What follows belongs to an exercise in optimizing a design on an open flow for small area, a short achievable clock period and few clock cycles; a production flow would make more cautious choices.
RTL that was checked went through simulation tests only; none was proved equivalent to the original.
Function not checked in runs 1 to 3: the RTL went through the layout flow alone.

==> design.v <==
module maxfinder(clk, rst, start, x1, x2, x3, x4, eps, done, result);
input clk, start, rst;
input [4:0] x1, x2, x3, x4, eps;
output done;
output [4:0] result;
reg active;    
reg ph2;       
reg lx;        
reg [3:0] v1, v2, v3, v4;
wire signed [4:0] a1 = active ? {1'b0, v1} : x1;
wire signed [4:0] a2 = active ? {1'b0, v2} : x2;
wire signed [4:0] a3 = active ? {1'b0, v3} : x3;
wire signed [4:0] a4 = active ? {1'b0, v4} : x4;
wire [3:0] n1, n2, n3, n4;
wire t1s1;
wire t1c2;
mf_fa t1f0 (a2[0], a3[0], a4[0], t1s1, t1c2);
wire t1s3;
wire t1c4;
mf_fa t1f1 (a2[1], a3[1], a4[1], t1s3, t1c4);
wire t1s5;
wire t1c6;
mf_fa t1f2 (a2[2], a3[2], a4[2], t1s5, t1c6);
wire t1s7;
wire t1c8;
mf_fa t1f3 (a2[3], a3[3], a4[3], t1s7, t1c8);
wire t1s9;
wire t1c10;
mf_fa t1f4 (a2[4], a3[4], a4[4], t1s9, t1c10);
wire [6:0] t1 = {t1s9, t1s9, t1s9, t1s7, t1s5, t1s3, t1s1} + {t1c10, t1c10, t1c8, t1c6, t1c4, t1c2, 1'b0};
wire p1_11;
assign p1_11 = eps[0] & t1[0];
wire p1_12;
assign p1_12 = eps[0] & t1[1];
wire p1_13;
assign p1_13 = eps[0] & t1[2];
wire p1_14;
assign p1_14 = eps[0] & t1[3];
wire p1_15;
assign p1_15 = eps[0] & t1[4];
wire p1_16;
assign p1_16 = eps[0] & t1[5];
wire p1_17;
assign p1_17 = ~(eps[0] & t1[6]);
wire p1_18;
assign p1_18 = eps[1] & t1[0];
wire p1_19;
assign p1_19 = eps[1] & t1[1];
wire p1_20;
assign p1_20 = eps[1] & t1[2];
wire p1_21;
assign p1_21 = eps[1] & t1[3];
wire p1_22;
assign p1_22 = eps[1] & t1[4];
wire p1_23;
assign p1_23 = eps[1] & t1[5];
wire p1_24;
assign p1_24 = ~(eps[1] & t1[6]);
wire p1_25;
assign p1_25 = eps[2] & t1[0];
wire p1_26;
assign p1_26 = eps[2] & t1[1];
wire p1_27;
assign p1_27 = eps[2] & t1[2];
wire p1_28;
assign p1_28 = eps[2] & t1[3];
wire p1_29;
assign p1_29 = eps[2] & t1[4];
wire p1_30;
assign p1_30 = eps[2] & t1[5];
wire p1_31;
assign p1_31 = ~(eps[2] & t1[6]);
wire p1_32;
assign p1_32 = eps[3] & t1[0];
wire p1_33;
assign p1_33 = eps[3] & t1[1];
wire p1_34;
assign p1_34 = eps[3] & t1[2];
wire p1_35;
assign p1_35 = eps[3] & t1[3];
wire p1_36;
assign p1_36 = eps[3] & t1[4];
wire p1_37;
assign p1_37 = eps[3] & t1[5];
wire p1_38;
assign p1_38 = ~(eps[3] & t1[6]);
wire [10:0] e1 = {{3{a1[4]}}, a1, 3'b000} + 11'd80;
wire s1_s39;
wire s1_c40;
mf_ha s1_h40 (e1[3], p1_32, s1_s39, s1_c40);
wire s1_s41;
wire s1_c42;
mf_fa s1_f42 (e1[4], ~t1[0], p1_33, s1_s41, s1_c42);
wire s1_s43;
wire s1_c44;
mf_ha s1_h44 (p1_27, p1_21, s1_s43, s1_c44);
wire s1_s45;
wire s1_c46;
mf_fa s1_f46 (e1[5], ~t1[1], p1_34, s1_s45, s1_c46);
wire s1_s47;
wire s1_c48;
mf_fa s1_f48 (p1_28, p1_22, p1_16, s1_s47, s1_c48);
wire s1_s49;
wire s1_c50;
mf_fa s1_f50 (e1[6], ~t1[2], p1_35, s1_s49, s1_c50);
wire s1_s51;
wire s1_c52;
mf_fa s1_f52 (p1_29, p1_23, p1_17, s1_s51, s1_c52);
wire s1_s53;
wire s1_c54;
mf_fa s1_f54 (e1[7], ~t1[3], p1_36, s1_s53, s1_c54);
wire s1_s55;
wire s1_c56;
mf_ha s1_h56 (p1_30, p1_24, s1_s55, s1_c56);
wire s1_s57;
wire s1_c58;
mf_fa s1_f58 (e1[8], ~t1[4], p1_37, s1_s57, s1_c58);
wire s1_s59;
wire s1_c60;
mf_ha s1_h60 (p1_26, p1_20, s1_s59, s1_c60);
wire s1_s61;
wire s1_c62;
mf_fa s1_f62 (s1_c40, p1_15, s1_s41, s1_s61, s1_c62);
wire s1_s63;
wire s1_c64;
mf_fa s1_f64 (s1_c42, s1_c44, s1_s45, s1_s63, s1_c64);
wire s1_s65;
wire s1_c66;
mf_fa s1_f66 (s1_c46, s1_s49, s1_c48, s1_s65, s1_c66);
wire s1_s67;
wire s1_c68;
mf_fa s1_f68 (s1_c50, s1_s53, s1_s55, s1_s67, s1_c68);
wire s1_s69;
wire s1_c70;
mf_fa s1_f70 (s1_c54, p1_31, s1_s57, s1_s69, s1_c70);
wire s1_s71;
wire s1_c72;
mf_fa s1_f72 (e1[9], ~t1[5], s1_c58, s1_s71, s1_c72);
wire s1_s73;
wire s1_c74;
mf_ha s1_h74 (p1_25, p1_19, s1_s73, s1_c74);
wire s1_s75;
wire s1_c76;
mf_fa s1_f76 (s1_s39, p1_14, s1_s59, s1_s75, s1_c76);
wire s1_s77;
wire s1_c78;
mf_fa s1_f78 (s1_c60, s1_s43, s1_s61, s1_s77, s1_c78);
wire s1_s79;
wire s1_c80;
mf_fa s1_f80 (s1_c62, s1_s47, s1_s63, s1_s79, s1_c80);
wire s1_s81;
wire s1_c82;
mf_fa s1_f82 (s1_c64, s1_s65, s1_s51, s1_s81, s1_c82);
wire s1_s83;
wire s1_c84;
mf_fa s1_f84 (s1_c66, s1_c52, s1_s67, s1_s83, s1_c84);
wire s1_s85;
wire s1_c86;
mf_fa s1_f86 (s1_c56, s1_s69, s1_c68, s1_s85, s1_c86);
wire s1_s87;
wire s1_c88;
mf_fa s1_f88 (p1_38, s1_c70, s1_s71, s1_s87, s1_c88);
wire s1_s89;
wire s1_c90;
mf_fa s1_f90 (e1[10], t1[6], s1_c72, s1_s89, s1_c90);
wire [10:0] s1_ = {s1_c88, s1_c86, s1_c84, s1_c82, s1_c80, s1_c78, s1_c76, s1_c74, s1_s73, p1_18, p1_11} + {s1_s89, s1_s87, s1_s85, s1_s83, s1_s81, s1_s79, s1_s77, s1_s75, p1_13, p1_12, 1'b0};
assign n1 = s1_[10] ? 4'd0 : s1_[6:3];
wire t2s91;
wire t2c92;
mf_fa t2f0 (a1[0], a3[0], a4[0], t2s91, t2c92);
wire t2s93;
wire t2c94;
mf_fa t2f1 (a1[1], a3[1], a4[1], t2s93, t2c94);
wire t2s95;
wire t2c96;
mf_fa t2f2 (a1[2], a3[2], a4[2], t2s95, t2c96);
wire t2s97;
wire t2c98;
mf_fa t2f3 (a1[3], a3[3], a4[3], t2s97, t2c98);
wire t2s99;
wire t2c100;
mf_fa t2f4 (a1[4], a3[4], a4[4], t2s99, t2c100);
wire [6:0] t2 = {t2s99, t2s99, t2s99, t2s97, t2s95, t2s93, t2s91} + {t2c100, t2c100, t2c98, t2c96, t2c94, t2c92, 1'b0};
wire p2_101;
assign p2_101 = eps[0] & t2[0];
wire p2_102;
assign p2_102 = eps[0] & t2[1];
wire p2_103;
assign p2_103 = eps[0] & t2[2];
wire p2_104;
assign p2_104 = eps[0] & t2[3];
wire p2_105;
assign p2_105 = eps[0] & t2[4];
wire p2_106;
assign p2_106 = eps[0] & t2[5];
wire p2_107;
assign p2_107 = ~(eps[0] & t2[6]);
wire p2_108;
assign p2_108 = eps[1] & t2[0];
wire p2_109;
assign p2_109 = eps[1] & t2[1];
wire p2_110;
assign p2_110 = eps[1] & t2[2];
wire p2_111;
assign p2_111 = eps[1] & t2[3];
wire p2_112;
assign p2_112 = eps[1] & t2[4];
wire p2_113;
assign p2_113 = eps[1] & t2[5];
wire p2_114;
assign p2_114 = ~(eps[1] & t2[6]);
wire p2_115;
assign p2_115 = eps[2] & t2[0];
wire p2_116;
assign p2_116 = eps[2] & t2[1];
wire p2_117;
assign p2_117 = eps[2] & t2[2];
wire p2_118;
assign p2_118 = eps[2] & t2[3];
wire p2_119;
assign p2_119 = eps[2] & t2[4];
wire p2_120;
assign p2_120 = eps[2] & t2[5];
wire p2_121;
assign p2_121 = ~(eps[2] & t2[6]);
wire p2_122;
assign p2_122 = eps[3] & t2[0];
wire p2_123;
assign p2_123 = eps[3] & t2[1];
wire p2_124;
assign p2_124 = eps[3] & t2[2];
wire p2_125;
assign p2_125 = eps[3] & t2[3];
wire p2_126;
assign p2_126 = eps[3] & t2[4];
wire p2_127;
assign p2_127 = eps[3] & t2[5];
wire p2_128;
assign p2_128 = ~(eps[3] & t2[6]);
wire [10:0] e2 = {{3{a2[4]}}, a2, 3'b000} + 11'd80;
wire s2_s129;
wire s2_c130;
mf_ha s2_h130 (e2[3], p2_122, s2_s129, s2_c130);
wire s2_s131;
wire s2_c132;
mf_fa s2_f132 (e2[4], ~t2[0], p2_123, s2_s131, s2_c132);
wire s2_s133;
wire s2_c134;
mf_ha s2_h134 (p2_117, p2_111, s2_s133, s2_c134);
wire s2_s135;
wire s2_c136;
mf_fa s2_f136 (e2[5], ~t2[1], p2_124, s2_s135, s2_c136);
wire s2_s137;
wire s2_c138;
mf_fa s2_f138 (p2_118, p2_112, p2_106, s2_s137, s2_c138);
wire s2_s139;
wire s2_c140;
mf_fa s2_f140 (e2[6], ~t2[2], p2_125, s2_s139, s2_c140);
wire s2_s141;
wire s2_c142;
mf_fa s2_f142 (p2_119, p2_113, p2_107, s2_s141, s2_c142);
wire s2_s143;
wire s2_c144;
mf_fa s2_f144 (e2[7], ~t2[3], p2_126, s2_s143, s2_c144);
wire s2_s145;
wire s2_c146;
mf_ha s2_h146 (p2_120, p2_114, s2_s145, s2_c146);
wire s2_s147;
wire s2_c148;
mf_fa s2_f148 (e2[8], ~t2[4], p2_127, s2_s147, s2_c148);
wire s2_s149;
wire s2_c150;
mf_ha s2_h150 (p2_116, p2_110, s2_s149, s2_c150);
wire s2_s151;
wire s2_c152;
mf_fa s2_f152 (s2_c130, p2_105, s2_s131, s2_s151, s2_c152);
wire s2_s153;
wire s2_c154;
mf_fa s2_f154 (s2_c132, s2_c134, s2_s135, s2_s153, s2_c154);
wire s2_s155;
wire s2_c156;
mf_fa s2_f156 (s2_c136, s2_s139, s2_c138, s2_s155, s2_c156);
wire s2_s157;
wire s2_c158;
mf_fa s2_f158 (s2_c140, s2_s143, s2_s145, s2_s157, s2_c158);
wire s2_s159;
wire s2_c160;
mf_fa s2_f160 (s2_c144, p2_121, s2_s147, s2_s159, s2_c160);
wire s2_s161;
wire s2_c162;
mf_fa s2_f162 (e2[9], ~t2[5], s2_c148, s2_s161, s2_c162);
wire s2_s163;
wire s2_c164;
mf_ha s2_h164 (p2_115, p2_109, s2_s163, s2_c164);
wire s2_s165;
wire s2_c166;
mf_fa s2_f166 (s2_s129, p2_104, s2_s149, s2_s165, s2_c166);
wire s2_s167;
wire s2_c168;
mf_fa s2_f168 (s2_c150, s2_s133, s2_s151, s2_s167, s2_c168);
wire s2_s169;
wire s2_c170;
mf_fa s2_f170 (s2_c152, s2_s137, s2_s153, s2_s169, s2_c170);
wire s2_s171;
wire s2_c172;
mf_fa s2_f172 (s2_c154, s2_s155, s2_s141, s2_s171, s2_c172);
wire s2_s173;
wire s2_c174;
mf_fa s2_f174 (s2_c156, s2_c142, s2_s157, s2_s173, s2_c174);
wire s2_s175;
wire s2_c176;
mf_fa s2_f176 (s2_c146, s2_s159, s2_c158, s2_s175, s2_c176);
wire s2_s177;
wire s2_c178;
mf_fa s2_f178 (p2_128, s2_c160, s2_s161, s2_s177, s2_c178);
wire s2_s179;
wire s2_c180;
mf_fa s2_f180 (e2[10], t2[6], s2_c162, s2_s179, s2_c180);
wire [10:0] s2_ = {s2_c178, s2_c176, s2_c174, s2_c172, s2_c170, s2_c168, s2_c166, s2_c164, s2_s163, p2_108, p2_101} + {s2_s179, s2_s177, s2_s175, s2_s173, s2_s171, s2_s169, s2_s167, s2_s165, p2_103, p2_102, 1'b0};
assign n2 = s2_[10] ? 4'd0 : s2_[6:3];
wire t3s181;
wire t3c182;
mf_fa t3f0 (a1[0], a2[0], a4[0], t3s181, t3c182);
wire t3s183;
wire t3c184;
mf_fa t3f1 (a1[1], a2[1], a4[1], t3s183, t3c184);
wire t3s185;
wire t3c186;
mf_fa t3f2 (a1[2], a2[2], a4[2], t3s185, t3c186);
wire t3s187;
wire t3c188;
mf_fa t3f3 (a1[3], a2[3], a4[3], t3s187, t3c188);
wire t3s189;
wire t3c190;
mf_fa t3f4 (a1[4], a2[4], a4[4], t3s189, t3c190);
wire [6:0] t3 = {t3s189, t3s189, t3s189, t3s187, t3s185, t3s183, t3s181} + {t3c190, t3c190, t3c188, t3c186, t3c184, t3c182, 1'b0};
wire p3_191;
assign p3_191 = eps[0] & t3[0];
wire p3_192;
assign p3_192 = eps[0] & t3[1];
wire p3_193;
assign p3_193 = eps[0] & t3[2];
wire p3_194;
assign p3_194 = eps[0] & t3[3];
wire p3_195;
assign p3_195 = eps[0] & t3[4];
wire p3_196;
assign p3_196 = eps[0] & t3[5];
wire p3_197;
assign p3_197 = ~(eps[0] & t3[6]);
wire p3_198;
assign p3_198 = eps[1] & t3[0];
wire p3_199;
assign p3_199 = eps[1] & t3[1];
wire p3_200;
assign p3_200 = eps[1] & t3[2];
wire p3_201;
assign p3_201 = eps[1] & t3[3];
wire p3_202;
assign p3_202 = eps[1] & t3[4];
wire p3_203;
assign p3_203 = eps[1] & t3[5];
wire p3_204;
assign p3_204 = ~(eps[1] & t3[6]);
wire p3_205;
assign p3_205 = eps[2] & t3[0];
wire p3_206;
assign p3_206 = eps[2] & t3[1];
wire p3_207;
assign p3_207 = eps[2] & t3[2];
wire p3_208;
assign p3_208 = eps[2] & t3[3];
wire p3_209;
assign p3_209 = eps[2] & t3[4];
wire p3_210;
assign p3_210 = eps[2] & t3[5];
wire p3_211;
assign p3_211 = ~(eps[2] & t3[6]);
wire p3_212;
assign p3_212 = eps[3] & t3[0];
wire p3_213;
assign p3_213 = eps[3] & t3[1];
wire p3_214;
assign p3_214 = eps[3] & t3[2];
wire p3_215;
assign p3_215 = eps[3] & t3[3];
wire p3_216;
assign p3_216 = eps[3] & t3[4];
wire p3_217;
assign p3_217 = eps[3] & t3[5];
wire p3_218;
assign p3_218 = ~(eps[3] & t3[6]);
wire [10:0] e3 = {{3{a3[4]}}, a3, 3'b000} + 11'd80;
wire s3_s219;
wire s3_c220;
mf_ha s3_h220 (e3[3], p3_212, s3_s219, s3_c220);
wire s3_s221;
wire s3_c222;
mf_fa s3_f222 (e3[4], ~t3[0], p3_213, s3_s221, s3_c222);
wire s3_s223;
wire s3_c224;
mf_ha s3_h224 (p3_207, p3_201, s3_s223, s3_c224);
wire s3_s225;
wire s3_c226;
mf_fa s3_f226 (e3[5], ~t3[1], p3_214, s3_s225, s3_c226);
wire s3_s227;
wire s3_c228;
mf_fa s3_f228 (p3_208, p3_202, p3_196, s3_s227, s3_c228);
wire s3_s229;
wire s3_c230;
mf_fa s3_f230 (e3[6], ~t3[2], p3_215, s3_s229, s3_c230);
wire s3_s231;
wire s3_c232;
mf_fa s3_f232 (p3_209, p3_203, p3_197, s3_s231, s3_c232);
wire s3_s233;
wire s3_c234;
mf_fa s3_f234 (e3[7], ~t3[3], p3_216, s3_s233, s3_c234);
wire s3_s235;
wire s3_c236;
mf_ha s3_h236 (p3_210, p3_204, s3_s235, s3_c236);
wire s3_s237;
wire s3_c238;
mf_fa s3_f238 (e3[8], ~t3[4], p3_217, s3_s237, s3_c238);
wire s3_s239;
wire s3_c240;
mf_ha s3_h240 (p3_206, p3_200, s3_s239, s3_c240);
wire s3_s241;
wire s3_c242;
mf_fa s3_f242 (s3_c220, p3_195, s3_s221, s3_s241, s3_c242);
wire s3_s243;
wire s3_c244;
mf_fa s3_f244 (s3_c222, s3_c224, s3_s225, s3_s243, s3_c244);
wire s3_s245;
wire s3_c246;
mf_fa s3_f246 (s3_c226, s3_s229, s3_c228, s3_s245, s3_c246);
wire s3_s247;
wire s3_c248;
mf_fa s3_f248 (s3_c230, s3_s233, s3_s235, s3_s247, s3_c248);
wire s3_s249;
wire s3_c250;
mf_fa s3_f250 (s3_c234, p3_211, s3_s237, s3_s249, s3_c250);
wire s3_s251;
wire s3_c252;
mf_fa s3_f252 (e3[9], ~t3[5], s3_c238, s3_s251, s3_c252);
wire s3_s253;
wire s3_c254;
mf_ha s3_h254 (p3_205, p3_199, s3_s253, s3_c254);
wire s3_s255;
wire s3_c256;
mf_fa s3_f256 (s3_s219, p3_194, s3_s239, s3_s255, s3_c256);
wire s3_s257;
wire s3_c258;
mf_fa s3_f258 (s3_c240, s3_s223, s3_s241, s3_s257, s3_c258);
wire s3_s259;
wire s3_c260;
mf_fa s3_f260 (s3_c242, s3_s227, s3_s243, s3_s259, s3_c260);
wire s3_s261;
wire s3_c262;
mf_fa s3_f262 (s3_c244, s3_s245, s3_s231, s3_s261, s3_c262);
wire s3_s263;
wire s3_c264;
mf_fa s3_f264 (s3_c246, s3_c232, s3_s247, s3_s263, s3_c264);
wire s3_s265;
wire s3_c266;
mf_fa s3_f266 (s3_c236, s3_s249, s3_c248, s3_s265, s3_c266);
wire s3_s267;
wire s3_c268;
mf_fa s3_f268 (p3_218, s3_c250, s3_s251, s3_s267, s3_c268);
wire s3_s269;
wire s3_c270;
mf_fa s3_f270 (e3[10], t3[6], s3_c252, s3_s269, s3_c270);
wire [10:0] s3_ = {s3_c268, s3_c266, s3_c264, s3_c262, s3_c260, s3_c258, s3_c256, s3_c254, s3_s253, p3_198, p3_191} + {s3_s269, s3_s267, s3_s265, s3_s263, s3_s261, s3_s259, s3_s257, s3_s255, p3_193, p3_192, 1'b0};
assign n3 = s3_[10] ? 4'd0 : s3_[6:3];
wire t4s271;
wire t4c272;
mf_fa t4f0 (a1[0], a2[0], a3[0], t4s271, t4c272);
wire t4s273;
wire t4c274;
mf_fa t4f1 (a1[1], a2[1], a3[1], t4s273, t4c274);
wire t4s275;
wire t4c276;
mf_fa t4f2 (a1[2], a2[2], a3[2], t4s275, t4c276);
wire t4s277;
wire t4c278;
mf_fa t4f3 (a1[3], a2[3], a3[3], t4s277, t4c278);
wire t4s279;
wire t4c280;
mf_fa t4f4 (a1[4], a2[4], a3[4], t4s279, t4c280);
wire [6:0] t4 = {t4s279, t4s279, t4s279, t4s277, t4s275, t4s273, t4s271} + {t4c280, t4c280, t4c278, t4c276, t4c274, t4c272, 1'b0};
wire p4_281;
assign p4_281 = eps[0] & t4[0];
wire p4_282;
assign p4_282 = eps[0] & t4[1];
wire p4_283;
assign p4_283 = eps[0] & t4[2];
wire p4_284;
assign p4_284 = eps[0] & t4[3];
wire p4_285;
assign p4_285 = eps[0] & t4[4];
wire p4_286;
assign p4_286 = eps[0] & t4[5];
wire p4_287;
assign p4_287 = ~(eps[0] & t4[6]);
wire p4_288;
assign p4_288 = eps[1] & t4[0];
wire p4_289;
assign p4_289 = eps[1] & t4[1];
wire p4_290;
assign p4_290 = eps[1] & t4[2];
wire p4_291;
assign p4_291 = eps[1] & t4[3];
wire p4_292;
assign p4_292 = eps[1] & t4[4];
wire p4_293;
assign p4_293 = eps[1] & t4[5];
wire p4_294;
assign p4_294 = ~(eps[1] & t4[6]);
wire p4_295;
assign p4_295 = eps[2] & t4[0];
wire p4_296;
assign p4_296 = eps[2] & t4[1];
wire p4_297;
assign p4_297 = eps[2] & t4[2];
wire p4_298;
assign p4_298 = eps[2] & t4[3];
wire p4_299;
assign p4_299 = eps[2] & t4[4];
wire p4_300;
assign p4_300 = eps[2] & t4[5];
wire p4_301;
assign p4_301 = ~(eps[2] & t4[6]);
wire p4_302;
assign p4_302 = eps[3] & t4[0];
wire p4_303;
assign p4_303 = eps[3] & t4[1];
wire p4_304;
assign p4_304 = eps[3] & t4[2];
wire p4_305;
assign p4_305 = eps[3] & t4[3];
wire p4_306;
assign p4_306 = eps[3] & t4[4];
wire p4_307;
assign p4_307 = eps[3] & t4[5];
wire p4_308;
assign p4_308 = ~(eps[3] & t4[6]);
wire [10:0] e4 = {{3{a4[4]}}, a4, 3'b000} + 11'd80;
wire s4_s309;
wire s4_c310;
mf_ha s4_h310 (e4[3], p4_302, s4_s309, s4_c310);
wire s4_s311;
wire s4_c312;
mf_fa s4_f312 (e4[4], ~t4[0], p4_303, s4_s311, s4_c312);
wire s4_s313;
wire s4_c314;
mf_ha s4_h314 (p4_297, p4_291, s4_s313, s4_c314);
wire s4_s315;
wire s4_c316;
mf_fa s4_f316 (e4[5], ~t4[1], p4_304, s4_s315, s4_c316);
wire s4_s317;
wire s4_c318;
mf_fa s4_f318 (p4_298, p4_292, p4_286, s4_s317, s4_c318);
wire s4_s319;
wire s4_c320;
mf_fa s4_f320 (e4[6], ~t4[2], p4_305, s4_s319, s4_c320);
wire s4_s321;
wire s4_c322;
mf_fa s4_f322 (p4_299, p4_293, p4_287, s4_s321, s4_c322);
wire s4_s323;
wire s4_c324;
mf_fa s4_f324 (e4[7], ~t4[3], p4_306, s4_s323, s4_c324);
wire s4_s325;
wire s4_c326;
mf_ha s4_h326 (p4_300, p4_294, s4_s325, s4_c326);
wire s4_s327;
wire s4_c328;
mf_fa s4_f328 (e4[8], ~t4[4], p4_307, s4_s327, s4_c328);
wire s4_s329;
wire s4_c330;
mf_ha s4_h330 (p4_296, p4_290, s4_s329, s4_c330);
wire s4_s331;
wire s4_c332;
mf_fa s4_f332 (s4_c310, p4_285, s4_s311, s4_s331, s4_c332);
wire s4_s333;
wire s4_c334;
mf_fa s4_f334 (s4_c312, s4_c314, s4_s315, s4_s333, s4_c334);
wire s4_s335;
wire s4_c336;
mf_fa s4_f336 (s4_c316, s4_s319, s4_c318, s4_s335, s4_c336);
wire s4_s337;
wire s4_c338;
mf_fa s4_f338 (s4_c320, s4_s323, s4_s325, s4_s337, s4_c338);
wire s4_s339;
wire s4_c340;
mf_fa s4_f340 (s4_c324, p4_301, s4_s327, s4_s339, s4_c340);
wire s4_s341;
wire s4_c342;
mf_fa s4_f342 (e4[9], ~t4[5], s4_c328, s4_s341, s4_c342);
wire s4_s343;
wire s4_c344;
mf_ha s4_h344 (p4_295, p4_289, s4_s343, s4_c344);
wire s4_s345;
wire s4_c346;
mf_fa s4_f346 (s4_s309, p4_284, s4_s329, s4_s345, s4_c346);
wire s4_s347;
wire s4_c348;
mf_fa s4_f348 (s4_c330, s4_s313, s4_s331, s4_s347, s4_c348);
wire s4_s349;
wire s4_c350;
mf_fa s4_f350 (s4_c332, s4_s317, s4_s333, s4_s349, s4_c350);
wire s4_s351;
wire s4_c352;
mf_fa s4_f352 (s4_c334, s4_s335, s4_s321, s4_s351, s4_c352);
wire s4_s353;
wire s4_c354;
mf_fa s4_f354 (s4_c336, s4_c322, s4_s337, s4_s353, s4_c354);
wire s4_s355;
wire s4_c356;
mf_fa s4_f356 (s4_c326, s4_s339, s4_c338, s4_s355, s4_c356);
wire s4_s357;
wire s4_c358;
mf_fa s4_f358 (p4_308, s4_c340, s4_s341, s4_s357, s4_c358);
wire s4_s359;
wire s4_c360;
mf_fa s4_f360 (e4[10], t4[6], s4_c342, s4_s359, s4_c360);
wire [10:0] s4_ = {s4_c358, s4_c356, s4_c354, s4_c352, s4_c350, s4_c348, s4_c346, s4_c344, s4_s343, p4_288, p4_281} + {s4_s359, s4_s357, s4_s355, s4_s353, s4_s351, s4_s349, s4_s347, s4_s345, p4_283, p4_282, 1'b0};
assign n4 = s4_[10] ? 4'd0 : s4_[6:3];
function lt2(input f1, f2, f3, f4);
    lt2 = !((f1 & (f2 | f3 | f4)) | (f2 & (f3 | f4)) | (f3 & f4));
endfunction
wire z1 = |v1, z2 = |v2, z3 = |v3, z4 = |v4;
wire g12 = v1 > v2, e12 = v1 == v2;
wire g34 = v3 > v4, e34 = v3 == v4;
wire [3:0] w12 = g12 ? v1 : v2;
wire [3:0] w34 = g34 ? v3 : v4;
wire gf = w12 > w34, ef = w12 == w34;
wire [3:0] vmax = gf ? w12 : w34;
wire u1 = gf & g12;
wire u2 = gf & !g12 & !e12;
wire u3 = !gf & !ef & g34;
wire u4 = !gf & !ef & !g34 & !e34;
wire uniq = u1 | u2 | u3 | u4;
wire [5:0] sv = v1 + v2 + v3 + v4;
wire known = eps[3] & (!uniq | ({vmax, 1'b0} > sv));
wire k1 = lx ? z1 : u1;
wire k2 = lx ? z2 : u2;
wire k3 = lx ? z3 : u3;
wire k4 = lx ? z4 : u4;
assign done = active & (ph2 | lx | known | lt2(z1, z2, z3, z4));
assign result = ({5{k1}} & x1) | ({5{k2}} & x2) | ({5{k3}} & x3) | ({5{k4}} & x4);
always @(posedge clk) begin
    v1 <= n1; v2 <= n2; v3 <= n3; v4 <= n4;
    lx <= !active & lt2(|a1, |a2, |a3, |a4);
    if (rst) begin
        active <= 1'b0;
        ph2 <= 1'b0;
    end else begin
        active <= active ? !done : start;
        ph2 <= active & !done;
    end
end
endmodule
module mf_fa(input a, b, c, output s, co);
assign s = a ^ b ^ c;
assign co = (a & b) | (a & c) | (b & c);
endmodule
module mf_ha(input a, b, output s, co);
assign s = a ^ b;
assign co = a & b;
endmodule
==> flow/run.sh <==
#!/bin/bash
export BUFFER_PORTS_ARGS="-buffer_cell sky130_fd_sc_hd__buf_2"
cp standard.sh standard_copy.sh.txt
bash standard.sh > standard.log 2>&1
==> standard.sh <==
#!/bin/bash
# synth_recipe.tcl (not shown) runs the flow's synth.tcl, then flattens the netlist and writes it again
# the make line also repeats each setting of config.mk as NAME=value (left out here)
make -C /OpenROAD-flow-scripts/flow DESIGN_CONFIG=/design/flow/config.mk WORK_HOME=/design/flow/orfs CLKGATE_MAP_FILE= SYNTH_SCRIPT=/design/flow/synth_recipe.tcl "${@:-finish}"
==> config.mk <==
export PLATFORM = sky130hd
export DESIGN_NAME = maxfinder
export DESIGN_NICKNAME = maxfinder
export VERILOG_FILES = /design/flow/design.v
export SDC_FILE = /design/flow/constraint.sdc
export NUM_CORES = 4
export LEC_CHECK = 0
export CAP_MARGIN = 20
export CORE_MARGIN = 2
export CORE_UTILIZATION = 40
export SETUP_SLACK_MARGIN = 2.4
export SLEW_MARGIN = 20
export SYNTH_HIERARCHICAL = 1
export SYNTH_MINIMUM_KEEP_SIZE = 0
==> constraint.sdc <==
create_clock -name core_clock -period 9.0 [get_ports {clk}]
set_input_delay 1.8000 -clock core_clock [delete_from_list [all_inputs] [get_ports {clk}]]
set_output_delay 1.8000 -clock core_clock [all_outputs]
set_load 0.01 [all_outputs]
==> flow_metrics.py, run 1 <==
metrics = {
    "run_status": {
        "run_status": "complete, no violations",
    },
    "clock_network": {
        "cts_tree": "built",
        "ctsHoldBuffers": 0,
        "cts-buffers-inserted": 3,
        "clk_pin_slew_worst_paths_ns": 0.05,
        "cts-root-buf": "sky130_fd_sc_hd__clkbuf_16",
        "clkSinkCount": 19,
        "clock_latency_ns": 0.26,
        "cts_htree_levels": 1,
        "cts_max_path_buffers": 2,
    },
    "global_route": {
        "grt_use_met1_pct": 24.3,
        "grt_antenna_before_repair": 0,
        "first_global_vias": 5656,
        "met3_usage_pct": 2.63,
        "grt_max_degree": 32,
        "gr-usage-met2_pct": 33.6,
        "globalRouteTotalUtil_pct": 19.1,
        "gr-total-overflow": 0,
        "busiest_layer": "met2",
        "grt_pass1_wl_microns": 27800,
    },
    "worst_setup_path": {
        "timing.critical_path.to_type": "register",
        "timing.critical_path.slowest_cell_delay_ns": 0.61,
        "critical_path_class": "in -> reg",
        "r2r_setup_slack_ns": 3.35,
        "critical_path.max_fanout": 5,
        "critical_path.slowest_cell": "sky130_fd_sc_hd__fa_1",
        "worstPathCellList": "buf_2 > mux2i_4 > inv_2 > fa_1 > ha_1 > a21o_1 > a21oi_2 > xnor2_2 > and2_1 > fa_1 > fa_1 > fa_1 > ha_1 > a21oi_1 > nor2_1 > a211oi_2 > o21ai_2 > xnor2_2 > and3b_1",
        "crit_top_cell": "sky130_fd_sc_hd__fa_1",
        "worstPathArrival_ns": 6.57,
        "worstPathRequired_ns": 9.15,
        "cp-start-kind": "primary input",
    },
    "layout": {
        "n_fill_cell": 1551,
        "layoutNonFillerInstCount": 955,
        "multi_input_comb_area_sq_mm": 0.00645,
        "drive_gt1_share_pct": 17.8,
        "antennaDiodeCount": 0,
        "area_growth_pct": 11.9,
        "register_area_sq_um": 387,
        "nNetsFinal": 977,
    },
    "timing": {
        "post-route-min-period_ns": 6.42,
        "min_period_over_period_pct": 71.3,
        "tightestPinTransition_ns": 0.827,
        "final-max-slew-violation-count": 0,
        "report.final.hold_viol_count": 0,
        "maxSlewHeadroom_pct": 44.7,
        "clock.fmax_ghz": 0.156,
        "timing.setup.tns_ns": 0,
        "skew_final_ns": 0.00563,
        "timing.hold.ws_ns": 0.665,
        "finalSetupViolations": 0,
        "rsz0062_at_grt": "false",
    },
    "synth": {
        "register_bit_total_from_synthesis": 19,
        "netlist.area_leader.share_pct": 34.1,
        "yosys.area.top_type": "sky130_fd_sc_hd__fa_1",
        "syn-instance-count": 707,
        "synth-edff-count": 0,
        "ys_seq_area_share_pct": 5.59,
        "synth.cells.most_frequent": "sky130_fd_sc_hd__fa_1, sky130_fd_sc_hd__and2_1, sky130_fd_sc_hd__ha_1",
        "synth.top_cells.by_area": "sky130_fd_sc_hd__fa_1, sky130_fd_sc_hd__ha_1, sky130_fd_sc_hd__and2_1",
        "postSynthAreaPerCell_sq_um": 9.63,
        "ys_dominant_reg_cell": "sky130_fd_sc_hd__dfxtp_1",
        "yosysUniqueCellTypes": 45,
        "async_reset_ff_share_pct": 0,
        "ys.warnings.count": 7,
        "syn_area_sq_mm": 0.00681,
        "library_cell_with_the_highest_instance_count_after_synthesis": "sky130_fd_sc_hd__fa_1",
    },
    "route": {
        "drt_first_iter_violations": 197,
        "avgRoutedWirePerCell_microns": 17.4,
        "dr_total_vias": 5175,
        "route.antenna.remaining_nets": 0,
        "remaining_drc_errors": 0,
        "drt-total-wl_microns": 16600,
        "drt-pass1-iter-count": 4,
        "via_per_inst": 5.42,
    },
    "job": {
        "count_of_maximum_capacitance_violations": 0,
    },
    "hold_path": {
        "worstHoldPathType": "reg -> reg",
    },
    "die": {
        "fp.coreArea_sq_mm": 0.0166,
        "horiz_die_dim_microns": 134,
        "floorplan.rows": 47,
        "dieArea_sq_mm": 0.0181,
        "start_util_pct": 40.9,
        "chipHeight_microns": 134,
        "top_level_ports": 34,
    },
    "place": {
        "dp.cells": 943,
        "place_congestion": 0.927,
        "detailed_place_hpwl_microns": 13700,
        "io_buffer_count": 32,
    },
}
layout by cell type, fill, tap and decap left out, drive strengths merged, types with 9 or more instances in the layout:
| cell type | instances |
|---|---|
| dfxtp | 19 |
| fa | 116 |
| nand2b | 9 |
| a21oi | 32 |
| ha | 97 |
| mux2 | 12 |
| nand4 | 14 |
| nor2 | 30 |
| nor2b | 10 |
| o21ai | 21 |
| nor3 | 10 |
| nand2 | 39 |
| inv | 50 |
| xnor2 | 24 |
| xor2 | 19 |
| buf | 41 |
| a21o | 11 |
| nand3 | 9 |
| mux2i | 15 |
| and2 | 97 |
per-layer routing:
| layer | up-vias | wire length [microns] |
|---|---|---|
| met5 | - | 0 |
| met2 | 102 | 8100 |
| met3 | 43 | 632 |
| met4 | 0 | 480 |
| li1 | 2456 | - |
| met1 | 2574 | 7380 |
logic make-up (layout without fill, tap and decap cells):
| family | Yosys count | in the layout | share of synthesized area [%] |
|---|---|---|---|
| fa+ha+maj | 213 | 213 | 51.9 |
| xor+xnor | 43 | 43 | 5.53 |
| mux | 27 | 27 | 4.19 |
| buf+inv | 67 | 95 | 4.04 |
| compound gates | 89 | 89 | 8.03 |
| simple gates | 249 | 249 | 20.7 |
| flops | 19 | 19 | 5.59 |
per-module statistics from Yosys (local to each module, per instance):
module     cells  flops+latches  times used  cell area [sq um]
maxfinder    583             19           1               4480
mf_fa          1              0         104               20.0
mf_ha          1              0          20               12.5
layout make-up:
cell class,count,area share (%)
clock inverter,1,0.0657
multi-input combinational,621,84.7
sequential,19,5.07
timing repair buffer,41,2.99
tap,220,3.61
inverter,50,2.56
clock buffer,3,0.985
path summary, 6_finish.rpt:
path                                        start                to  depth (start not counted)
worst max-delay path                        x1[2]  v4[1]$_SDFF_PP0_                         19
worst min-delay path               ph2$_SDFF_PP0_    ph2$_SDFF_PP0_                          3
worst max register to register  active$_SDFF_PP0_  v4[1]$_SDFF_PP0_                         19
worst min register to register     ph2$_SDFF_PP0_    ph2$_SDFF_PP0_                          3
state kept, by name, summed over array words and instances (netlist names):
| register | cells |
|---|---|
| v3 | 4 |
| active | 1 |
| v2 | 4 |
| lx | 1 |
| ph2 | 1 |
| v1 | 4 |
| v4 | 4 |
critical path, delay by kind of cell:
family | cells | cell delay, ns
adders and majority gates | 6 | 2.56
AOI/OAI and AO/OA | 5 | 0.94
and+or+nand+nor | 3 | 0.43
xor gates and xnor gates | 2 | 0.35
buffers and inverters | 2 | 0.26
muxes | 1 | 0.21
per-stage QoR:
step | area, sq um | util, % | setup WS, ns
detailed placement | 7170 | 43.1 | 1.66
finish | 7620 | 45.8 | 2.58
global route | 7620 | 45.8 | 2.37
global placement | 7170 | 43.1 | 1.74
floorplan | 6810 | - | 2.54
CTS | 7400 | 44.5 | 2.35
timing repair:
| item | 4_1_cts | 5_1_grt |
|---|---|---|
| pin swaps | 4 | 9 |
| endpoints found under the setup margin | 17 | 17 |
| setup buffers | 2 | 6 |
| gates resized for setup | 34 | 50 |
==> run 2, diff against run 1 <==
--- a/design.v
+++ b/design.v
@@ -7,10 +7,12 @@
 reg ph2;       
 reg lx;        
 reg [3:0] v1, v2, v3, v4;
-wire signed [4:0] a1 = active ? {1'b0, v1} : x1;
-wire signed [4:0] a2 = active ? {1'b0, v2} : x2;
-wire signed [4:0] a3 = active ? {1'b0, v3} : x3;
-wire signed [4:0] a4 = active ? {1'b0, v4} : x4;
+wire signed [4:0] a1, a2, a3, a4;
+wire nactive = !active;
+mf_sel sel1 (x1, {1'b0, v1}, nactive, active, a1);
+mf_sel sel2 (x2, {1'b0, v2}, nactive, active, a2);
+mf_sel sel3 (x3, {1'b0, v3}, nactive, active, a3);
+mf_sel sel4 (x4, {1'b0, v4}, nactive, active, a4);
 wire [3:0] n1, n2, n3, n4;
 wire t1s1;
 wire t1c2;
@@ -663,6 +665,9 @@
 assign s = a ^ b ^ c;
 assign co = (a & b) | (a & c) | (b & c);
 endmodule
+module mf_sel(input [4:0] x, y, input nsx, sy, output [4:0] a);
+assign a = (x & {5{nsx}}) | (y & {5{sy}});
+endmodule
 module mf_ha(input a, b, output s, co);
 assign s = a ^ b;
 assign co = a & b;
==> flow_metrics.py, run 2 <==
metrics = {
    "global_route": {
        "first_global_vias": 5582,
        "grt_pass1_wl_microns": 28000,
        "grt_max_degree": 32,
        "gr-total-overflow": 0,
        "globalRouteTotalUtil_pct": 19.4,
        "grt_antenna_before_repair": 0,
    },
    "synth": {
        "synth-edff-count": 0,
        "yosysUniqueCellTypes": 45,
        "ys_dominant_reg_cell": "sky130_fd_sc_hd__dfxtp_1",
        "async_reset_ff_share_pct": 0,
        "ys_seq_area_share_pct": 5.64,
        "yosys.area.top_type": "sky130_fd_sc_hd__fa_1",
        "netlist.area_leader.share_pct": 34.4,
        "syn-instance-count": 697,
        "register_bit_total_from_synthesis": 19,
        "ys.warnings.count": 7,
        "postSynthAreaPerCell_sq_um": 9.68,
        "library_cell_with_the_highest_instance_count_after_synthesis": "sky130_fd_sc_hd__fa_1",
        "synth.top_cells.by_area": "sky130_fd_sc_hd__fa_1, sky130_fd_sc_hd__ha_1, sky130_fd_sc_hd__and2_1",
        "syn_area_sq_mm": 0.00675,
        "synth.cells.most_frequent": "sky130_fd_sc_hd__fa_1, sky130_fd_sc_hd__and2_1, sky130_fd_sc_hd__ha_1",
    },
    "timing": {
        "maxSlewHeadroom_pct": 43.8,
        "min_period_over_period_pct": 72.0,
        "clock.fmax_ghz": 0.154,
        "skew_final_ns": 0.00367,
        "tightestPinTransition_ns": 0.842,
        "finalSetupViolations": 0,
        "post-route-min-period_ns": 6.48,
        "timing.setup.tns_ns": 0,
        "final-max-slew-violation-count": 0,
        "report.final.hold_viol_count": 0,
        "rsz0062_at_grt": "true",
    },
    "worst_setup_path": {
        "r2r_setup_slack_ns": 2.82,
        "critical_path.max_fanout": 5,
        "worstReg2RegEnd": "v1[1]$_SDFF_PP0_",
        "cp-start-kind": "primary input",
        "critical_path_class": "in -> reg",
        "worstPathArrival_ns": 6.62,
        "worst_r2r_startpoint": "active$_SDFF_PP0_",
        "worstPathRequired_ns": 9.14,
        "timing.critical_path.to_type": "register",
        "worstRegToRegCells": 20,
    },
    "clock_network": {
        "cts_max_path_buffers": 2,
        "clk_pin_slew_worst_paths_ns": 0.06,
        "cts_htree_levels": 1,
        "clock_latency_ns": 0.25,
        "ctsHoldBuffers": 0,
        "cts_tree": "built",
        "cts-root-buf": "sky130_fd_sc_hd__clkbuf_16",
        "cts-buffers-inserted": 3,
        "clkSinkCount": 19,
    },
    "hold_path": {
        "worstHoldPathType": "reg -> reg",
        "timing.hold.worst_path_depth": 3,
        "holdPathEnd": "ph2$_SDFF_PP0_",
        "min-delay-start": "ph2$_SDFF_PP0_",
    },
    "die": {
        "floorplan.rows": 47,
        "dieArea_sq_mm": 0.0179,
        "horiz_die_dim_microns": 134,
        "chipHeight_microns": 134,
        "start_util_pct": 40.8,
        "top_level_ports": 34,
        "fp.coreArea_sq_mm": 0.0165,
    },
    "route": {
        "avgRoutedWirePerCell_microns": 18.0,
        "via_per_inst": 5.54,
        "remaining_drc_errors": 0,
        "dr_total_vias": 5265,
        "route.antenna.remaining_nets": 0,
        "drt_first_iter_violations": 274,
        "drt-total-wl_microns": 17200,
        "drt-pass1-iter-count": 4,
    },
    "layout": {
        "leading_cell_types_in_the_layout_fill_and_taps_excluded": "sky130_fd_sc_hd__fa_1, sky130_fd_sc_hd__ha_1, sky130_fd_sc_hd__and2_1, sky130_fd_sc_hd__inv_1, sky130_fd_sc_hd__nand2_1",
        "final_common_cell": "sky130_fd_sc_hd__fa_1",
        "antennaDiodeCount": 0,
        "area_growth_pct": 11.7,
        "drive_gt1_share_pct": 15.6,
        "nNetsFinal": 973,
    },
    "place": {
        "place_congestion": 0.883,
        "detailed_place_hpwl_microns": 13600,
        "io_buffer_count": 32,
    },
    "run_status": {
        "run_status": "complete, no violations",
    },
    "job": {
        "count_of_maximum_capacitance_violations": 0,
    },
}
## run 2: cell types whose count changed in the layout (fill, tap and decap cells not counted), moves of 5 or more
cell / previous run / this run
sky130_fd_sc_hd__mux2i_4: 7 / 0
sky130_fd_sc_hd__xnor2_1: 14 / 22
sky130_fd_sc_hd__a22o_2: 0 / 6
sky130_fd_sc_hd__a22o_1: 0 / 5
sky130_fd_sc_hd__inv_2: 5 / 0
sky130_fd_sc_hd__xor2_1: 19 / 13
sky130_fd_sc_hd__a22o_4: 0 / 9
## run 2: Yosys stat by module (local to each module, per instance)
| module | copies in the design | area (sq um) |
|---|---|---|
| mf_sel | 4 | 43.8 |
| maxfinder | 1 | 4240 |
| mf_ha | 20 | 12.5 |
| mf_fa | 104 | 20.0 |
## run 2: critical path: stages
cell                       delay [ns]
sky130_fd_sc_hd__buf_2           0.12
sky130_fd_sc_hd__a22o_4          0.30
sky130_fd_sc_hd__fa_1            0.49
sky130_fd_sc_hd__ha_1            0.22
sky130_fd_sc_hd__fa_2            0.36
sky130_fd_sc_hd__a21o_1          0.18
sky130_fd_sc_hd__a21oi_2         0.17
sky130_fd_sc_hd__xnor2_2         0.18
sky130_fd_sc_hd__and2_4          0.20
sky130_fd_sc_hd__fa_1            0.43
sky130_fd_sc_hd__fa_2            0.56
sky130_fd_sc_hd__fa_1            0.42
sky130_fd_sc_hd__ha_1            0.29
sky130_fd_sc_hd__nand2_1         0.10
sky130_fd_sc_hd__nor2_1          0.06
sky130_fd_sc_hd__a211oi_2        0.17
sky130_fd_sc_hd__o21ai_1         0.12
sky130_fd_sc_hd__xnor2_1         0.14
sky130_fd_sc_hd__buf_4           0.15
sky130_fd_sc_hd__and3b_1         0.17
## run 2: worst max-delay path by stage
stage | startpoint | end | slack (ns) | depth (start not counted)
6_report | x2[1] | v1[1]$_SDFF_PP0_ | 2.52 | 20
3_3_place_gp | x2[1] | v1[1]$_SDFF_PP0_ | 1.93 | 19
5_1_grt | x1[2] | v3[0]$_SDFF_PP0_ | 2.37 | 21
3_5_place_dp | x2[1] | v1[1]$_SDFF_PP0_ | 1.90 | 19
2_1_floorplan | x1[1] | v3[2]$_SDFF_PP0_ | 2.68 | 18
4_1_cts | x3[0] | v1[1]$_SDFF_PP0_ | 2.40 | 20
## run 2: logic make-up after synthesis
logic type	after synthesis	share of synthesized area [%]
simple gates	241	20.0
fa+ha+maj	214	52.6
compound gates	109	10.9
buf+inv	59	3.52
xor+xnor	43	5.58
flops	19	5.64
mux	11	1.74
other cells	1	0.0556
## run 2: layer usage
| metal | up-vias | routed length (microns) | GRT usage [%] |
|---|---|---|---|
| li1 | 2461 | - | - |
| met4 | 0 | 132 | 2.30 |
| met1 | 2679 | 7570 | 26.4 |
| met2 | 112 | 8820 | 35.0 |
| met3 | 13 | 635 | 1.36 |
| met5 | - | 0 | 0 |
## run 2: repair_timing
action / CTS / global route
pin swaps: 4 / 13
resized for setup: 22 / 48
setup buffers: 4 / 4
setup endpoints to repair: 16 / 17
## run 2: final cells by class
type / count / area (sq um)
fill: 1557 / 8990
tap: 220 / 275
inverter: 46 / 173
multi-input combinational: 622 / 6400
clock inverter: 1 / 7.51
clock buffer: 3 / 75.1
timing repair buffer: 40 / 220
sequential: 19 / 382
## run 2: through the flow
stage	hold slack (ns)	std cells	instance area (sq um)	utilization (%)	setup WS, ns
final	0.635	951	7540	45.6	2.52
after global routing	0.662	951	7540	45.6	2.37
after CTS	0.639	947	7330	44.4	2.40
after detailed placement	0.628	939	7130	43.1	1.90
after global placement	0.613	939	7130	43.1	1.93
after floorplan	0.590	700	6760	-	2.68
==> run 3, diff against run 2 <==
--- a/config.mk
+++ b/config.mk
@@ -8,7 +8,6 @@
 export CAP_MARGIN = 20
 export CORE_MARGIN = 2
 export CORE_UTILIZATION = 40
-export SETUP_SLACK_MARGIN = 2.4
 export SLEW_MARGIN = 20
 export SYNTH_HIERARCHICAL = 1
 export SYNTH_MINIMUM_KEEP_SIZE = 0
==> flow_metrics.py, run 3 <==
metrics = {
    "timing": {
        "timing.hold.ws_ns": 0.636,
        "post-route-min-period_ns": 6.86,
        "report.final.hold_viol_count": 0,
        "timing.setup.tns_ns": 0,
        "maxSlewHeadroom_pct": 46.4,
        "finalSetupViolations": 0,
        "clock.fmax_ghz": 0.146,
        "final-max-slew-violation-count": 0,
        "skew_final_ns": 0.00309,
        "rsz0062_at_grt": "false",
        "min_period_over_period_pct": 76.2,
        "tightestPinTransition_ns": 0.803,
    },
    "clock_network": {
        "clk_pin_slew_worst_paths_ns": 0.06,
        "cts_htree_levels": 1,
        "clkSinkCount": 19,
        "postCtsSetupRepairBufs": 0,
        "clock_latency_ns": 0.25,
        "cts-root-buf": "sky130_fd_sc_hd__clkbuf_16",
        "cts_tree": "built",
        "cts-buffers-inserted": 3,
        "cts_max_path_buffers": 2,
        "ctsHoldBuffers": 0,
        "cts-resized-gates": 0,
    },
    "synth": {
        "synth-edff-count": 0,
        "ys_dominant_reg_cell": "sky130_fd_sc_hd__dfxtp_1",
        "ys.warnings.count": 7,
        "register_bit_total_from_synthesis": 19,
        "netlist.area_leader.share_pct": 34.4,
        "synth.top_cells.by_area": "sky130_fd_sc_hd__fa_1, sky130_fd_sc_hd__ha_1, sky130_fd_sc_hd__and2_1",
        "synth.cells.most_frequent": "sky130_fd_sc_hd__fa_1, sky130_fd_sc_hd__and2_1, sky130_fd_sc_hd__ha_1",
        "syn_area_sq_mm": 0.00675,
        "ys_seq_area_share_pct": 5.64,
        "library_cell_with_the_highest_instance_count_after_synthesis": "sky130_fd_sc_hd__fa_1",
        "yosysUniqueCellTypes": 45,
        "postSynthAreaPerCell_sq_um": 9.68,
        "async_reset_ff_share_pct": 0,
        "yosys.area.top_type": "sky130_fd_sc_hd__fa_1",
        "syn-instance-count": 697,
    },
    "route": {
        "drt-pass1-iter-count": 5,
        "dr_total_vias": 5241,
        "drt-total-wl_microns": 16800,
        "remaining_drc_errors": 0,
        "route.antenna.remaining_nets": 0,
        "drt_first_iter_violations": 315,
        "avgRoutedWirePerCell_microns": 17.8,
        "via_per_inst": 5.56,
    },
    "place": {
        "placement.cell_area_sq_mm": 0.00713,
        "io_buffer_count": 32,
        "detailed_place_hpwl_microns": 13600,
        "place_congestion": 0.883,
    },
    "die": {
        "start_util_pct": 40.8,
        "horiz_die_dim_microns": 134,
        "top_level_ports": 34,
        "dieArea_sq_mm": 0.0179,
        "floorplan.rows": 47,
        "fp.coreArea_sq_mm": 0.0165,
        "chipHeight_microns": 134,
    },
    "worst_setup_path": {
        "cp-start-kind": "primary input",
        "critical_path.slowest_cell": "sky130_fd_sc_hd__fa_1",
        "critical_path_class": "in -> reg",
        "worstPathArrival_ns": 7.05,
        "critical_path.max_fanout": 7,
        "timing.critical_path.to_type": "register",
        "critical-path-top-delay-family": "adder cells",
        "crit_buf_inv": 1,
        "startpoint": "x2[1]",
        "worstPathCellList": "buf_2 > a22o_1 > fa_1 > ha_1 > fa_1 > a21o_1 > a21oi_1 > xnor2_1 > and2_1 > fa_1 > fa_1 > fa_1 > ha_1 > nand2_1 > nor2_1 > a211oi_1 > o21ai_0 > xnor2_1 > and3b_1",
        "timing.critical_path.slowest_cell_delay_ns": 0.54,
        "worst_r2r_startpoint": "active$_SDFF_PP0_",
        "crit_top_cell": "sky130_fd_sc_hd__fa_1",
        "worstPathRequired_ns": 9.20,
    },
    "layout": {
        "area_growth_pct": 6.88,
        "antennaDiodeCount": 0,
        "multi_input_comb_area_sq_mm": 0.00614,
        "leading_cell_types_in_the_layout_fill_and_taps_excluded": "sky130_fd_sc_hd__fa_1, sky130_fd_sc_hd__and2_1, sky130_fd_sc_hd__ha_1, sky130_fd_sc_hd__inv_1, sky130_fd_sc_hd__nand2_1",
        "utilization_pct": 43.6,
        "nNetsFinal": 965,
        "finish.instance_area_sq_mm": 0.00721,
        "final_common_cell": "sky130_fd_sc_hd__fa_1",
        "drive_gt1_share_pct": 7.33,
        "register_area_sq_um": 380,
        "n_fill_cell": 1581,
    },
    "run_status": {
        "run_status": "complete, no violations",
    },
    "global_route": {
        "first_global_vias": 5562,
        "grt_pass1_wl_microns": 27800,
        "grt_max_degree": 32,
        "grt_antenna_before_repair": 0,
        "gr-total-overflow": 0,
        "globalRouteTotalUtil_pct": 19.3,
    },
    "hold_path": {
        "min-delay-start": "ph2$_SDFF_PP0_",
        "worstHoldPathType": "reg -> reg",
    },
    "job": {
        "count_of_maximum_capacitance_violations": 0,
    },
}
-- run 3: cell counts after synthesis --
No cell type changed its count.
-- run 3: area by class of cell --
type                       instances  share of cell area, %
clock inverter                     1                  0.104
clock buffer                       3                   1.04
timing repair buffer              32                   2.22
tap                              220                   3.82
inverter                          46                   2.39
multi-input combinational        622                   85.1
sequential                        19                   5.28
-- run 3: cell families (layout without fill, tap and decap cells) --
family                   Yosys count  after routing  synth area share (%)
AO/OA/AOI/OAI                    109            109                  10.9
other                              1              4                0.0556
multiplexers                      11             11                  1.74
flip-flops                        19             19                  5.64
XOR/XNOR                          43             43                  5.58
AND/OR/NAND/NOR                  241            241                  20.0
adder cells (fa/ha/maj)          214            214                  52.6
buffers and inverters             59             82                  3.52
-- run 3: per-module statistics from Yosys (local to each module, per instance) --
module     cells  cell area (sq um)  times used
maxfinder    553               4240           1
mf_fa          1               20.0         104
mf_ha          1               12.5          20
mf_sel         5               43.8           4
-- run 3: per-stage QoR --
| step | std cells | setup WS [ns] |
|---|---|---|
| detailed placement | 939 | 1.90 |
| global route | 943 | 1.84 |
| floorplan | 700 | 2.68 |
| CTS | 943 | 2.13 |
| finish | 943 | 2.14 |
| global placement | 939 | 1.93 |
-- run 3: worst paths after layout --
check | to | slack (ns) | depth (start not counted)
max | v1[1]$_SDFF_PP0_ | 2.14 | 19
min | ph2$_SDFF_PP0_ | 0.64 | 3
max reg2reg | v1[1]$_SDFF_PP0_ | 2.30 | 19
min reg2reg | ph2$_SDFF_PP0_ | 0.64 | 3
-- run 3: worst min-delay path, cell delays in order (launching register included) --
cell                      delay [ns]
sky130_fd_sc_hd__dfxtp_1        0.31
sky130_fd_sc_hd__or4_4          0.13
sky130_fd_sc_hd__or3_4          0.12
sky130_fd_sc_hd__a21oi_1        0.03
-- run 3: layer usage --
metal	vias to the layer above	share of wire [%]	track usage [%]
met4	0	0.92	2.72
met5	-	0	0
met1	2625	44	26.1
met3	15	5.0	1.66
li1	2435	-	-
met2	166	50	34.5
==> run 4, diff against run 3 <==
--- a/design.v
+++ b/design.v
@@ -642,7 +642,7 @@
 wire u4 = !gf & !ef & !g34 & !e34;
 wire uniq = u1 | u2 | u3 | u4;
 wire [5:0] sv = v1 + v2 + v3 + v4;
-wire known = eps[3] & (!uniq | ({vmax, 1'b0} > sv));
+wire known = (eps[3] & eps[2] & eps[1]) | (eps[3] & (!uniq | ({vmax, 1'b0} > sv)));
 wire k1 = lx ? z1 : u1;
 wire k2 = lx ? z2 : u2;
 wire k3 = lx ? z3 : u3;
--- a/config.mk
+++ b/config.mk
@@ -8,6 +8,7 @@
 export CAP_MARGIN = 20
 export CORE_MARGIN = 2
 export CORE_UTILIZATION = 40
+export SETUP_SLACK_MARGIN = 2.8
 export SLEW_MARGIN = 20
 export SYNTH_HIERARCHICAL = 1
 export SYNTH_MINIMUM_KEEP_SIZE = 0
==> flow_metrics.py, run 4 <==
metrics = {
    "global_route": {
        "gr-total-overflow": 0,
        "grt_antenna_before_repair": 0,
        "first_global_vias": 6196,
        "grt_pass1_wl_microns": 30500,
        "globalRouteTotalUtil_pct": 21.0,
        "grt_max_degree": 32,
    },
    "worst_setup_path": {
        "crit_buf_inv": 1,
        "critical_path.slowest_cell": "sky130_fd_sc_hd__fa_1",
        "crit_top_cell": "sky130_fd_sc_hd__fa_1",
        "critical_path.max_fanout": 4,
        "worstPathCellList": "buf_8 > a22o_4 > fa_1 > ha_2 > fa_2 > a21o_1 > a21oi_2 > xnor2_2 > and2_4 > fa_1 > fa_1 > fa_1 > ha_4 > nand2_4 > nor3_4 > a21oi_2 > xnor2_2 > nor4b_4",
        "critical-path-top-delay-family": "adder cells",
        "timing.critical_path.slowest_cell_delay_ns": 0.57,
        "cp-start-kind": "primary input",
        "worstPathRequired_ns": 9.16,
        "worstPathArrival_ns": 6.48,
        "critical_path_class": "in -> reg",
        "timing.critical_path.to_type": "register",
    },
    "timing": {
        "maxSlewHeadroom_pct": 43.7,
        "clock.fmax_ghz": 0.158,
        "setup_ws_ns": 2.68,
        "skew_final_ns": 0.00410,
        "tightestPinTransition_ns": 0.837,
        "rsz0062_at_grt": "true",
        "timing.setup.tns_ns": 0,
        "min_period_over_period_pct": 70.2,
        "finalSetupViolations": 0,
        "final-max-slew-violation-count": 0,
        "report.final.hold_viol_count": 0,
        "post-route-min-period_ns": 6.32,
    },
    "job": {
        "count_of_maximum_capacitance_violations": 0,
    },
    "place": {
        "placement.setup.worst_slack_ns": 2.10,
        "dp.cells": 960,
        "place_congestion": 0.886,
        "detailed_place_hpwl_microns": 14100,
        "placement.cell_area_sq_mm": 0.00729,
        "io_buffer_count": 32,
    },
    "synth": {
        "async_reset_ff_share_pct": 0,
        "synth.top_cells.by_area": "sky130_fd_sc_hd__fa_1, sky130_fd_sc_hd__ha_1, sky130_fd_sc_hd__and2_1",
        "library_cell_with_the_highest_instance_count_after_synthesis": "sky130_fd_sc_hd__fa_1",
        "netlist.area_leader.share_pct": 33.9,
        "synth-edff-count": 0,
        "yosys.area.top_type": "sky130_fd_sc_hd__fa_1",
        "ys_seq_area_share_pct": 5.56,
        "ys_dominant_reg_cell": "sky130_fd_sc_hd__dfxtp_1",
        "syn-instance-count": 716,
        "register_bit_total_from_synthesis": 19,
        "ys.warnings.count": 7,
        "synth.cells.most_frequent": "sky130_fd_sc_hd__fa_1, sky130_fd_sc_hd__and2_1, sky130_fd_sc_hd__ha_1",
        "syn_area_sq_mm": 0.00685,
        "yosysUniqueCellTypes": 48,
        "postSynthAreaPerCell_sq_um": 9.56,
    },
    "clock_network": {
        "clkSinkCount": 19,
        "cts_tree": "built",
        "clock_latency_ns": 0.26,
        "cts_max_path_buffers": 2,
        "ctsHoldBuffers": 0,
        "clk_pin_slew_worst_paths_ns": 0.06,
        "cts_htree_levels": 1,
        "cts-root-buf": "sky130_fd_sc_hd__clkbuf_16",
        "cts-buffers-inserted": 3,
    },
    "layout": {
        "utilization_pct": 48.3,
        "n_fill_cell": 1537,
        "nNetsFinal": 1006,
        "leading_cell_types_in_the_layout_fill_and_taps_excluded": "sky130_fd_sc_hd__fa_1, sky130_fd_sc_hd__and2_1, sky130_fd_sc_hd__ha_1, sky130_fd_sc_hd__inv_1, sky130_fd_sc_hd__nand2_1",
        "final_common_cell": "sky130_fd_sc_hd__fa_1",
        "area_growth_pct": 17.5,
        "finish.instance_area_sq_mm": 0.00804,
        "drive_gt1_share_pct": 21.5,
        "antennaDiodeCount": 0,
        "layoutNonFillerInstCount": 984,
    },
    "die": {
        "horiz_die_dim_microns": 135,
        "top_level_ports": 34,
        "fp.coreArea_sq_mm": 0.0166,
        "floorplan.rows": 47,
        "dieArea_sq_mm": 0.0182,
        "start_util_pct": 41.1,
        "chipHeight_microns": 135,
    },
    "route": {
        "via_per_inst": 5.69,
        "dr_total_vias": 5599,
        "drt_first_iter_violations": 355,
        "remaining_drc_errors": 0,
        "avgRoutedWirePerCell_microns": 18.6,
        "route.antenna.remaining_nets": 0,
        "drt-total-wl_microns": 18300,
        "drt-pass1-iter-count": 5,
    },
    "run_status": {
        "run_status": "complete, no violations",
    },
    "hold_path": {
        "worstHoldPathType": "reg -> reg",
    },
}
==> run 4: modules after synthesis, one instance, submodules excluded <==
module | area, sq um | copies in the design | cells inside
maxfinder | 4340 | 1 | 572
mf_fa | 20.0 | 104 | 1
mf_ha | 12.5 | 20 | 1
mf_sel | 43.8 | 4 | 5
==> run 4: worst paths after layout <==
check                     from  cells after the start          endpoint  slack [ns]
max                      x3[1]                     18  v1[1]$_SDFF_PP0_        2.68
min             ph2$_SDFF_PP0_                      3    ph2$_SDFF_PP0_        0.60
max reg2reg  active$_SDFF_PP0_                     18  v1[1]$_SDFF_PP0_        2.88
min reg2reg     ph2$_SDFF_PP0_                      3    ph2$_SDFF_PP0_        0.60
==> run 4: per-stage QoR <==
stage	hold slack (ns)
finish	0.600
global route	0.651
CTS	0.590
detailed placement	0.582
global placement	0.564
floorplan	0.524
==> run 4: kinds of logic (layout without fill, tap and decap cells) <==
group | after synthesis | in the layout | synth area share [%]
XOR/XNOR | 42 | 42 | 5.37
buffers and inverters | 72 | 117 | 3.97
adder cells (fa/ha/maj) | 214 | 214 | 51.8
flip-flops | 19 | 19 | 5.56
AO/OA/AOI/OAI | 129 | 129 | 13.2
AND/OR/NAND/NOR | 227 | 227 | 18.3
other | 1 | 4 | 0.0548
multiplexers | 12 | 12 | 1.75
==> run 4: worst register-to-register path: stages, from the launching register on <==
cell	delay, ns
sky130_fd_sc_hd__dfxtp_2	0.71
sky130_fd_sc_hd__inv_1	0.57
sky130_fd_sc_hd__a22o_4	0.45
sky130_fd_sc_hd__fa_1	0.50
sky130_fd_sc_hd__ha_2	0.22
sky130_fd_sc_hd__fa_2	0.37
sky130_fd_sc_hd__a21o_1	0.19
sky130_fd_sc_hd__a21oi_2	0.15
sky130_fd_sc_hd__xnor2_2	0.14
sky130_fd_sc_hd__and2_4	0.17
sky130_fd_sc_hd__fa_1	0.43
sky130_fd_sc_hd__fa_1	0.57
sky130_fd_sc_hd__fa_1	0.46
sky130_fd_sc_hd__ha_4	0.30
sky130_fd_sc_hd__nand2_4	0.06
sky130_fd_sc_hd__nor3_4	0.16
sky130_fd_sc_hd__a21oi_2	0.09
sky130_fd_sc_hd__xnor2_2	0.24
sky130_fd_sc_hd__nor4b_4	0.25
==> run 4: cell type report <==
cell class	instances	area, sq um	area share, %
sequential	19	390	4.85
tap	220	275	3.42
multi-input combinational	628	6730	83.6
clock buffer	3	75.1	0.934
inverter	61	229	2.85
clock inverter	1	5.00	0.0622
timing repair buffer	52	340	4.23
==> run 4: metal layers <==
metal	up-vias	routed length [microns]	GRT usage (%)
met1	2864	8050	27.2
met4	0	335	5.96
met2	128	9240	37.2
met5	-	0	0
met3	27	674	2.18
li1	2580	-	-
==> run 4: repair_timing <==
item | CTS | global route
endpoints found under the setup margin | 17 | 17
pin swaps | 37 | 22
resized for setup | 72 | 46
cloned | 0 | 0
hold endpoints to repair | 0 | 0
setup buffers | 15 | 5
Testbench counts of run 4, summed over its fixed seeds: cycles 3,201.

-- re-timing with driven ports --
The flow's constraints put no driver on any port. The routed layouts listed below were extracted and timed again, unchanged, in two steps.
Step 1: set_driving_cell puts a clkbuf_16 on clk and a buf_2 on each other input, an assumption about the parent block.
Step 2, shift: input delay + t, output delay - t, t = (earliest + latest rising clock arrival at the registers) / 2. This alone moves slack from input paths to output paths.
a / b / c = ideal ports / drivers / drivers and shift; a / b = the first two.
| run | shift t [ns] | slack for setup (ns) | worst setup path after step 2 | worst slew at a driven data input, ns | cell pins on the clock port's net |
|---|---|---|---|---|---|
| run 1 | 0.293 | 2.584 / 2.598 / 2.305 | input to register | 0.04 | 1 |
| run 2 | 0.286 | 2.523 / 2.531 / 2.245 | input to register | 0.03 | 1 |
| run 3 | 0.286 | 2.142 / 2.149 / 1.863 | input to register | 0.04 | 1 |
| run 4 | 0.290 | 2.680 / 2.660 / 2.387 | input to register | 0.06 | 1 |
After both steps setup and hold are still met in every run listed. The setup slack of run 4, which loses most, moves by -0.020 ns with the drivers and by -0.293 ns with both steps.
